Background: an optimization exercise with open tools, aiming at small area. Do not read the settings as production practice. In this exercise RTL edits were held to simulation tests only and were not proved equivalent to the original. Power is estimated from default activity; no workload was simulated.

## config.mk

```make
export PLATFORM = sky130hd
export DESIGN_NAME = runningdog
export DESIGN_NICKNAME = runningdog
export VERILOG_FILES = /design/flow/design.v
export SDC_FILE = /design/flow/constraint.sdc
export NUM_CORES = 4
export LEC_CHECK = 0
export CAP_MARGIN = 20
export CORE_MARGIN = 2
export CORE_UTILIZATION = 40
export SLEW_MARGIN = 20
```

## constraint.sdc

```tcl
create_clock -name core_clock -period 10.0 [get_ports {CLOCK_50}]
set_input_delay 2.0000 -clock core_clock [delete_from_list [all_inputs] [get_ports {CLOCK_50}]]
set_output_delay 2.0000 -clock core_clock [all_outputs]
set_load 0.01 [all_outputs]
```

## design.v

```verilog
module counter(count, hex0, hex1, hex2, hex3, hex4, hex5, clk, resetn, enable);
	input clk;
	input resetn, enable;
	output [6:0] hex0, hex1, hex2, hex3, hex4, hex5;
	output [23:0] count;
	reg [15:0] rd;
	reg [23:0] num;
	wire pulse = (rd == 16'h487D);
	wire fb = rd[15] ^ rd[13] ^ rd[12] ^ rd[10];
	always @(posedge clk)
	begin
		if (!resetn || (enable && pulse))
			rd <= 16'hFFFF;
		else if (enable)
			rd <= {rd[14:0], fb};
	end
	wire [24:0] inc = {1'b0, num} + 25'd1;
	always @(posedge clk)
	begin
		if (!resetn)
			num <= 24'd0;
		else if (pulse && !inc[24])
			num <= inc[23:0];
	end
	hex_decoder h0(.hex_digit(num[3:0]), .segments(hex0));
	hex_decoder h1(.hex_digit(num[7:4]), .segments(hex1));
	hex_decoder h2(.hex_digit(num[11:8]), .segments(hex2));
	hex_decoder h3(.hex_digit(num[15:12]), .segments(hex3));
	hex_decoder h4(.hex_digit(num[19:16]), .segments(hex4));
	hex_decoder h5(.hex_digit(num[23:20]), .segments(hex5));
	assign count = num;
endmodule
module hex_decoder(hex_digit, segments);
	input [3:0] hex_digit;
	output [6:0] segments;
	localparam [111:0] SEG = {7'b000_1110, 7'b000_0110, 7'b010_0001, 7'b100_0110,
	                          7'b000_0011, 7'b000_1000, 7'b001_1000, 7'b000_0000,
	                          7'b111_1000, 7'b000_0010, 7'b001_0010, 7'b001_1001,
	                          7'b011_0000, 7'b010_0100, 7'b111_1001, 7'b100_0000};
	assign segments = SEG[hex_digit*7 +: 7];
endmodule
module runningdog
	(
		CLOCK_50,
		resetn,
		KEY,
		plot,
		x,
		y,
		colour,
		HEX0,
		HEX1,
		HEX2,
		HEX3,
		HEX4,
		HEX5
	);
	input			CLOCK_50;
	input			resetn;
	input   [3:1]   KEY;
	output			plot;
	output	reg [7:0]	x;
	output	reg [6:0]	y;
	output	reg [2:0]	colour;
	output   [6:0] HEX0, HEX1, HEX2, HEX3, HEX4, HEX5;
	localparam  BEGIN = 4'd0,
	            GROUND = 4'd1,
	            DRAW = 4'd2,
	            DRAW_TREE = 4'd3,
	            DRAW_BIRD = 4'd4,
	            DRAW_DEATH = 4'd5,
	            DELAY = 4'd6,
	            ERASE = 4'd7,
	            NEW_XY = 4'd8,
	            NEW_XY_TREE = 4'd9,
	            NEW_XY_BIRD = 4'd10;
	reg [3:0] state, next_state;
	wire s_begin  = (state == BEGIN);
	wire s_ground = (state == GROUND);
	wire s_draw   = (state == DRAW);
	wire s_tree   = (state == DRAW_TREE);
	wire s_bird   = (state == DRAW_BIRD);
	wire s_death  = (state == DRAW_DEATH);
	wire s_delay  = (state == DELAY);
	wire s_erase  = (state == ERASE);
	wire s_nxy    = (state == NEW_XY);
	wire s_nxtree = (state == NEW_XY_TREE);
	wire s_nxbird = (state == NEW_XY_BIRD);
	assign plot = s_ground | s_draw | s_tree | s_bird | s_death | s_erase;
	wire [23:0] count;
	wire is_count;
	counter c0(count, HEX0, HEX1, HEX2, HEX3, HEX4, HEX5, CLOCK_50, KEY[1] & resetn, is_count);
	wire c_lt5  = (count < 24'd5);
	wire c_lt10 = (count < 24'd10);
	reg [12:0] lfsr;
	always @(posedge CLOCK_50)
	begin
		if (!resetn)
			lfsr <= 13'd7;
		else
			lfsr <= {lfsr[11:0], lfsr[12] ^ lfsr[3] ^ lfsr[2] ^ lfsr[0]};
	end
	reg [6:0] y_o;         
	reg [7:0] tree_x;
	reg [2:0] tcode;       
	reg [1:0] bcode;       
	reg is_jump, is_kneel, down, up;
	wire [6:0] tree_y = tcode[2] ? 7'd100 :
	                    tcode[1] ? (tcode[0] ? 7'd90 : 7'd95) : (tcode[0] ? 7'd105 : 7'd112);
	always @(posedge CLOCK_50)
	begin
		if (!resetn || s_begin)
			y_o <= 7'd110;
		else if (s_nxy)
		begin
			if (is_jump)
				y_o <= down ? y_o + 7'd1 : y_o - 7'd1;
			else if (is_kneel)
				y_o <= up ? y_o - 7'd1 : y_o + 7'd1;
		end
	end
	always @(posedge CLOCK_50)
	begin
		if (!resetn || s_begin)
			tree_x <= 8'd130;
		else if (s_nxtree)
			tree_x <= tree_x - 8'd1;
	end
	always @(posedge CLOCK_50)
	begin
		if (!resetn || s_begin)
			tcode <= 3'b100;
		else if (tree_x == 8'd197)
			tcode <= {1'b0, lfsr[1:0]};
	end
	always @(posedge CLOCK_50)
	begin
		if (!resetn || s_begin)
			bcode <= 2'b11;
		else if (!s_nxbird && tree_x == 8'd14)
			bcode <= lfsr[1:0];
	end
	wire [6:0] bird_base = bcode[1] ? (bcode[0] ? 7'd90 : 7'd70) : (bcode[0] ? 7'd107 : 7'd80);
	wire [6:0] tree_lo = tree_y - 7'd6;
	wire [6:0] bird_lo = bird_base - 7'd7;
	wire tree_xhit = (tree_x == 8'd8) | (tree_x == 8'd9) | (tree_x == 8'd14) | (tree_x == 8'd15);
	wire bird_xhit = s_nxbird ?
		((tree_x >= 8'd69 && tree_x <= 8'd77) || tree_x == 8'd80 || tree_x == 8'd81) :
		((tree_x >= 8'd70 && tree_x <= 8'd78) || tree_x == 8'd81 || tree_x == 8'd82);
	wire coll = (tree_xhit && y_o >= tree_lo && y_o <= 7'd120) ||
	            (bird_xhit && y_o >= bird_lo && y_o <= bird_lo + 7'd10);
	reg is_over_q;
	wire is_over = !s_begin && (coll || (resetn && is_over_q));
	always @(posedge CLOCK_50)
		is_over_q <= is_over;
	assign is_count = !s_begin && !is_over;
	reg [7:0] X;
	reg [6:0] Y;
	reg F;
	reg [1:0] dc;         
	wire [5:0] q = X[5:0];
	wire [7:0] x0 = dc[1] ? (dc[0] ? 8'd71 : 8'd61) : (dc[0] ? 8'd41 : 8'd40);
	wire raster = s_ground | s_erase | s_delay;
	wire sp_term = (s_draw && q == 6'd25) || (s_death && q == 6'd42) || (s_bird && q == 6'd17);
	always @(posedge CLOCK_50)
	begin
		if (!resetn || s_begin)
		begin
			X <= 8'd0;
			Y <= 7'd115;
			F <= 1'b0;
		end
		else if (F)
		begin
			F <= 1'b0;
			X <= s_tree ? x0 : 8'd0;
			Y <= s_tree ? 7'd89 : (s_erase ? 7'd115 : 7'd0);
		end
		else if (raster)
		begin
			if (Y == 7'd120)
			begin
				F <= 1'b1;
				Y <= s_ground ? 7'd115 : 7'd0;
			end
			else if (X == 8'd159)
			begin
				X <= 8'd0;
				Y <= Y + 7'd1;
			end
			else
				X <= X + 8'd1;
		end
		else if (s_draw | s_death | s_bird)
		begin
			if (sp_term)
			begin
				X <= 8'd0;
				F <= 1'b1;
			end
			else
				X <= X + 8'd1;
		end
		else if (s_tree)
		begin
			if (X[1:0] == 2'd3)
			begin
				X <= 8'd0;
				if (y == 7'd114)
				begin
					Y <= 7'd0;
					F <= 1'b1;
				end
				else
					Y <= Y + 7'd1;
			end
			else
				X <= X + 8'd1;
		end
	end
	always @(posedge CLOCK_50)
	begin
		if (!resetn || s_begin)
			dc <= 2'd0;
		else if (s_delay && !F && Y == 7'd120)
			dc <= c_lt5 ? 2'd1 : (c_lt10 ? 2'd2 : 2'd3);
	end
	always @(posedge CLOCK_50)
	begin
		if (!resetn || s_begin)
			colour <= 3'b000;
		else if (s_ground)
			colour <= 3'b111;
		else if (s_draw)
			colour <= c_lt5 ? 3'b100 : (c_lt10 ? 3'b000 : 3'b110);
		else if (s_tree)
			colour <= 3'b010;
		else if (s_bird)
			colour <= 3'b001;
		else if (s_death)
			colour <= 3'b101;
		else if (s_erase)
			colour <= c_lt10 ? 3'b011 : 3'b000;
	end
	localparam [255:0] DOG_X = {8'd15, 8'd15, 8'd15, 8'd15, 8'd15, 8'd15, 8'd15, 8'd13, 8'd8, 8'd9, 8'd13, 8'd10, 8'd13, 8'd12, 8'd11, 8'd10, 8'd13, 8'd12, 8'd11, 8'd10, 8'd13, 8'd12, 8'd11, 8'd10, 8'd15, 8'd14, 8'd13, 8'd15, 8'd13, 8'd15, 8'd14, 8'd13};
	localparam [223:0] DOG_DY = {7'd127, 7'd127, 7'd127, 7'd127, 7'd127, 7'd127, 7'd127, 7'd127, 7'd3, 7'd3, 7'd6, 7'd6, 7'd5, 7'd5, 7'd5, 7'd5, 7'd4, 7'd4, 7'd4, 7'd4, 7'd3, 7'd3, 7'd3, 7'd3, 7'd2, 7'd2, 7'd2, 7'd1, 7'd1, 7'd0, 7'd0, 7'd0};
	localparam [511:0] DEATH_X = {8'd80, 8'd80, 8'd80, 8'd80, 8'd80, 8'd80, 8'd80, 8'd80, 8'd80, 8'd80, 8'd80, 8'd80, 8'd80, 8'd80, 8'd80, 8'd80, 8'd80, 8'd80, 8'd80, 8'd80, 8'd80, 8'd80, 8'd79, 8'd77, 8'd76, 8'd74, 8'd71, 8'd70, 8'd81, 8'd79, 8'd76, 8'd74, 8'd72, 8'd70, 8'd81, 8'd79, 8'd77, 8'd76, 8'd74, 8'd72, 8'd70, 8'd81, 8'd79, 8'd76, 8'd72, 8'd70, 8'd80, 8'd79, 8'd77, 8'd76, 8'd74, 8'd71, 8'd70, 8'd14, 8'd13, 8'd12, 8'd12, 8'd12, 8'd12, 8'd12, 8'd12, 8'd12, 8'd11, 8'd10};
	localparam [447:0] DEATH_Y = {7'd14, 7'd14, 7'd14, 7'd14, 7'd14, 7'd14, 7'd14, 7'd14, 7'd14, 7'd14, 7'd14, 7'd14, 7'd14, 7'd14, 7'd14, 7'd14, 7'd14, 7'd14, 7'd14, 7'd14, 7'd14, 7'd14, 7'd14, 7'd14, 7'd14, 7'd14, 7'd14, 7'd14, 7'd13, 7'd13, 7'd13, 7'd13, 7'd13, 7'd13, 7'd12, 7'd12, 7'd12, 7'd12, 7'd12, 7'd12, 7'd12, 7'd11, 7'd11, 7'd11, 7'd11, 7'd11, 7'd10, 7'd10, 7'd10, 7'd10, 7'd10, 7'd10, 7'd10, 7'd2, 7'd2, 7'd6, 7'd5, 7'd4, 7'd3, 7'd0, 7'd1, 7'd2, 7'd2, 7'd2};
	localparam [95:0] BIRD_DX = {3'd6, 3'd6, 3'd6, 3'd6, 3'd6, 3'd6, 3'd6, 3'd6, 3'd6, 3'd6, 3'd6, 3'd6, 3'd6, 3'd6, 3'd6, 3'd6, 3'd5, 3'd5, 3'd5, 3'd4, 3'd4, 3'd4, 3'd4, 3'd3, 3'd3, 3'd3, 3'd2, 3'd2, 3'd1, 3'd1, 3'd1, 3'd0};
	localparam [223:0] BIRD_DY = {7'd2, 7'd2, 7'd2, 7'd2, 7'd2, 7'd2, 7'd2, 7'd2, 7'd2, 7'd2, 7'd2, 7'd2, 7'd2, 7'd2, 7'd2, 7'd0, 7'd2, 7'd1, 7'd0, 7'd2, 7'd1, 7'd0, 7'd127, 7'd2, 7'd1, 7'd0, 7'd2, 7'd0, 7'd2, 7'd1, 7'd0, 7'd2};
	wire [7:0] dog_x = DOG_X[q[4:0]*8 +: 8];
	wire [6:0] dog_dy = DOG_DY[q[4:0]*7 +: 7];
	wire [7:0] death_x = DEATH_X[q*8 +: 8];
	wire [6:0] death_y = DEATH_Y[q*7 +: 7];
	wire death_abs = (q > 6'd10);
	wire [6:0] dy = s_death ? death_y : dog_dy;
	wire [2:0] bdx = BIRD_DX[q[4:0]*3 +: 3];
	wire [6:0] bird_y = bird_base + BIRD_DY[q[4:0]*7 +: 7];
	wire [7:0] xsum = tree_x + (s_tree ? {6'd0, X[1:0]} : 8'd186 + {5'd0, bdx});
	wire [6:0] ysum = (s_tree ? tree_y : y_o) + (s_tree ? Y : dy);
	always @(*)
	begin
		x = X;
		y = Y;
		if (s_draw)
		begin
			x = dog_x;
			y = ysum;
		end
		else if (s_death)
		begin
			x = death_x;
			y = death_abs ? death_y : ysum;
		end
		else if (s_bird)
		begin
			x = xsum;
			y = bird_y;
		end
		else if (s_tree)
		begin
			x = xsum;
			y = ysum;
		end
	end
	always @(posedge CLOCK_50)
	begin
		if (!resetn || s_begin)
			is_jump <= 1'b0;
		if (!KEY[2])
			is_jump <= 1'b1;
		else if (down && y == 7'd115 && s_draw)
			is_jump <= 1'b0;
	end
	always @(posedge CLOCK_50)
	begin
		if (!resetn || s_begin)
			is_kneel <= 1'b0;
		if (!KEY[3])
			is_kneel <= 1'b1;
		else if (up && y == 7'd115 && s_draw)
			is_kneel <= 1'b0;
	end
	always @(posedge CLOCK_50)
	begin
		if (!resetn)
		begin
			down <= 1'b0;
			up <= 1'b0;
		end
		else if (s_draw)
		begin
			if (y == 7'd115)
			begin
				down <= 1'b0;
				up <= 1'b0;
			end
			if (y == 7'd60)
				down <= 1'b1;
			if (y == 7'd118)
				up <= 1'b1;
		end
	end
	always @(*)
	begin
		next_state = BEGIN;
		case (state)
			BEGIN: next_state = !KEY[1] ? GROUND : BEGIN;
			GROUND: next_state = F ? (is_over ? DRAW_DEATH : DRAW) : GROUND;
			DRAW: next_state = F ? DRAW_BIRD : DRAW;
			DRAW_BIRD: next_state = F ? DRAW_TREE : DRAW_BIRD;
			DRAW_TREE: next_state = F ? DELAY : DRAW_TREE;
			DRAW_DEATH: next_state = F ? DRAW_BIRD : DRAW_DEATH;
			DELAY: next_state = F ? (is_over ? BEGIN : ERASE) : DELAY;
			ERASE: next_state = F ? ((is_jump || is_kneel) ? NEW_XY : NEW_XY_TREE) : ERASE;
			NEW_XY: next_state = NEW_XY_TREE;
			NEW_XY_TREE: next_state = NEW_XY_BIRD;
			NEW_XY_BIRD: next_state = GROUND;
			default: next_state = BEGIN;
		endcase
	end
	always @(posedge CLOCK_50)
	begin
		if (!resetn)
			state <= BEGIN;
		else
			state <= next_state;
	end
endmodule
```

## run.sh

```bash
#!/bin/bash
# synth_recipe.tcl (not shown) runs the flow's synth.tcl, then flattens the netlist and writes it again
# the make line also repeats each setting of config.mk as NAME=value (left out here)
make -C /OpenROAD-flow-scripts/flow DESIGN_CONFIG=/design/flow/config.mk WORK_HOME=/design/flow/orfs CLKGATE_MAP_FILE= SYNTH_SCRIPT=/design/flow/synth_recipe.tcl finish
```

==> summary.md <==
| Metric | Value |
|---|---|
| DRC viols | `0` |
| Min-Delay Path Class | `flop to flop` |
| # diodes | `0` |
| Initial Utilization | `40.52%` |
| P_leak | `3.993 nW` |
| Met1 usage | `31.57%` |
| Root buffer cell | `clkbuf_16` |
| Placement Setup Slack | `3.530 ns` |
| Post-Syn Instances | `1322` |
| Post_cts resized | `0` |
| Final-report hold violation count | `0` |
| Tot Pwr | `0.9212 mW` |
| Routed wire length | `28200 µm` |
| Grt ovf | `0` |
| CTS tree | `done` |
| Gate power share | `13.7%` |
| Max H-tree Level | `3` |
| Slew of the pin with the lowest slew margin | `1.016 ns` |
| Tot GR Track Use | `21.70%` |
| DR iter-0 viols | `838` |
| Total core area | `0.02425 mm²` |
| Final setup margin | `2.977 ns` |
| Slew Limit Headroom | `32.19%` |
| Yosys reg bits | `103` |
| Setup tns final | `0 ns` |
| Post-synth EDFFs | `0` |
| Final Instance Count excl. Fillers | `1660` |
| DRT Pass-1 Iters | `5` |
| Initial antenna violation count | `0` |
| Arrival time worst endpoint | `5.02 ns` |
| Clock Latency Late Sink | `0.37 ns` |
| Routed vias | `9669` |
| Chip height | `160.7 µm` |
| Sequential power share | `46.5%` |
| Hpwl dp | `20890 µm` |
| Critical path cell sequence | `nand4bb_1 -> o22ai_1 -> a21oi_1 -> ha_1 -> fa_1 -> a211oi_1 -> o21ai_0 -> and3_1 -> mux2i_1 -> and2_1 -> clkdlybuf4s50_1` |
| FFs w/ async S/R, synth | `0%` |
| Area of the multi-input gates | `0.007184 mm²` |
| I/O Pins | `66` |
| Clock buffer depth | `2` |
| Clk_skew | `0.01751 ns` |
| First-pass GRT wire length | `46080 µm` |
| Final Hold Slack | `0.4345 ns` |
| Post-synthesis sequential area ratio | `20.99%` |
| Req. time, crit path | `8.00 ns` |
| Clock power share | `39.7%` |
| Min Tclk post-route | `7.023 ns` |
| Switching share of power | `29.83%` |
| Yosys warns | `2` |
| Synth Area per Inst | `7.432 µm²` |
| WL per Instance | `16.99 µm` |
| CP endpoint kind | `primary output` |
| Fillers | `2526` |
| Fin util | `45.10%` |
| Share of layout cells above drive strength 1 | `4.266%` |
| MaxCap Viol Count | `0` |
| DP Cell Count | `1644` |
| Rows | `57` |
| Fin crit share | `70.23%` |
| Hold-fix buffers at CTS | `0` |
| Largest net degree at the start of global routing | `54` |
| Outcome | `complete, no violations` |
| Fmax achieved | `142.4 MHz` |
| Setup CP Type | `flop to primary output` |
| RD Place Congestion | `0.8849` |
| Final Setup Violations | `0` |
| Met3 GRT Util | `3.487%` |
| Mapped cell area | `0.009826 mm²` |
| Most crowded layer after global routing | `met2` |
| Sequential standard cell area | `0.002062 mm²` |
| Ys flop type | `dfxtp_1` |
| Die width | `160.7 µm` |
| Unique masters post-synth | `92` |
| Synth-to-Final Area Change | `11.31%` |
| Cell Pwr Density | `84.23 mW/mm²` |
| Internal power | `0.6465 mW` |
| Placed Instance Area | `0.01062 mm²` |
| Critical Path Fanout Max | `24` |
| Finished Cell Area | `0.01094 mm²` |
| Crit start category | `flop` |
| Pins Over Slew Limit | `0` |
| RSZ-0062 raised after global routing | `no` |
| Final net count | `1439` |
| Via-per-instance ratio | `5.825` |
| CTS buffer count | `9` |
| Clock-pin slew on the worst setup and hold paths | `0.08 ns` |
| P_sw | `0.2748 mW` |
| CTS Sinks | `103` |
| Delay of the slowest critical-path stage | `0.94 ns` |
| Antenna Nets Post-Route | `0` |
| Post-CTS setup buffers | `0` |
| GRT met2 Usage | `33.74%` |
| Number of global-route vias before repair | `8797` |
| CP max-delay cell | `nand4bb_1` |
| Peak VDD IR | `0.08684 mV` |
| Die area | `0.02583 mm²` |
| Synth Net Count | `1430` |
| Port bufs | `65` |
[kinds of logic (layout without fill, tap and decap cells)]
logic type	after synthesis	in the layout	synth area share, %
DFF	103	103	20.99
muxes	47	47	4.915
xor gates and xnor gates	51	51	4.546
AOI/OAI and AO/OA	351	351	22.82
and+or+nand+nor	526	526	27.25
buffers and inverters	141	155	6.138
adders and majority gates	103	103	13.35
[layout by cell type (no fill, tap or decap), types with 19 or more instances in the layout]
| cell type | instances |
|---|---|
| o211ai_1 | 21 |
| nand2b_1 | 27 |
| ha_1 | 100 |
| inv_1 | 59 |
| nand2_1 | 109 |
| mux2i_1 | 46 |
| nor3_1 | 27 |
| dfxtp_1 | 103 |
| o21ai_0 | 102 |
| nand4_1 | 19 |
| a21oi_1 | 87 |
| nand3_1 | 57 |
| clkdlybuf4s50_1 | 65 |
| or3_1 | 19 |
| a211oi_1 | 23 |
| xnor2_1 | 34 |
| nor2_1 | 156 |
[synthesized netlist by cell type (7+ instances only)]
library cell | instances | area [µm²]
nor2_1 | 157 | 589.3
nand2_1 | 109 | 409.1
dfxtp_1 | 103 | 2062
o21ai_0 | 102 | 510.5
ha_1 | 100 | 1251
a21oi_1 | 87 | 435.4
inv_1 | 59 | 221.5
nand3_1 | 57 | 285.3
clkbuf_1 | 47 | 176.4
mux2i_1 | 46 | 460.4
xnor2_1 | 34 | 297.8
nand2b_1 | 27 | 168.9
nor3_1 | 27 | 135.1
a211oi_1 | 23 | 172.7
o211ai_1 | 21 | 157.7
nand4_1 | 19 | 118.9
or3_1 | 19 | 118.9
and2_1 | 17 | 106.4
nor2b_1 | 17 | 106.4
xor2_1 | 17 | 148.9
a21o_1 | 15 | 112.6
a31oi_1 | 14 | 87.58
and3_1 | 12 | 75.07
buf_1 | 11 | 41.29
o21a_1 | 9 | 67.56
o22ai_1 | 9 | 56.30
buf_2 | 8 | 40.04
buf_4 | 7 | 52.55
nand3b_1 | 7 | 52.55
[critical path: cells and delay by family (launching register included)]
kind            cells  cell delay [ns]
simple gates        3             1.36
compound gates      4             1.04
flops               1             0.88
fa+ha+maj           2             0.65
buf+inv             1             0.55
mux                 1             0.18
[power by group through the flow]
stage | combinational (mW) | clock (mW) | sequential (mW)
finish | 0.127 | 0.366 | 0.429
floorplan | 0.0951 | 0 | 0.431
CTS | 0.125 | 0.376 | 0.428
global placement | 0.123 | 0 | 0.438
global route | 0.138 | 0.393 | 0.430
detailed placement | 0.124 | 0 | 0.438
[area by class of cell]
cell class              count  area share [%]
multi-input cells        1078           65.69
flip-flops and latches    103           18.85
repair buffers             76           6.704
well taps                 324           3.707
inverters                  63           2.162
clock buffers               9           2.059
clock inverters             7          0.8237
[per-layer routing]
| layer | routed length [µm] | vias to the layer above |
|---|---|---|
| met3 | 1994 | 26 |
| met4 | 402 | 0 |
| li1 | - | 4761 |
| met1 | 13360 | 4563 |
| met2 | 12440 | 319 |
| met5 | 0 | - |
[final timing paths]
kind	slack [ns]	from	endpoint	depth (start not counted)
max reg2reg	4.65	X[1]	Y[6]	16
min reg2reg	0.43	lfsr[5]	lfsr[6]	1
max	2.98	state[0]	y[6]	11
min	0.43	lfsr[5]	lfsr[6]	1
[registers in the layout, indices dropped and copies added (netlist names), 2 cells and up]
signal,flops
c0.num,24
c0.rd,16
lfsr,13
X,8
tree_x,8
Y,7
y_o,7
state,4
colour,3
tcode,3
bcode,2
dc,2

[separate check: timing with driven ports]
In the flow no input, the clock included, has a driving cell. The finished layout below was timed again as built, in two steps. Step 1 sets driving cells, clkbuf_16 on the clock port and buf_2 on the other inputs (assumed; they add their load-dependent delay and slew). Step 2 adds t to the input delays and takes it off the output delays; t is the mean of the earliest and latest rising clock arrival at the registers after step 1. Input paths then give back, and output paths get back, about the clock's delay inside the block. Slacks: ideal ports / drivers / drivers and shift; pairs: ideal ports / drivers.
t, ns: 0.413
setup slack, ns: 2.977 / 2.928 / 3.341
clock arrival spread, ns: 0.018 / 0.019
pins driven straight from the clock port: 1
After both steps this run still meets setup and hold. For this run, drivers alone change the setup slack by -0.049 ns; drivers and shift together by +0.364 ns.
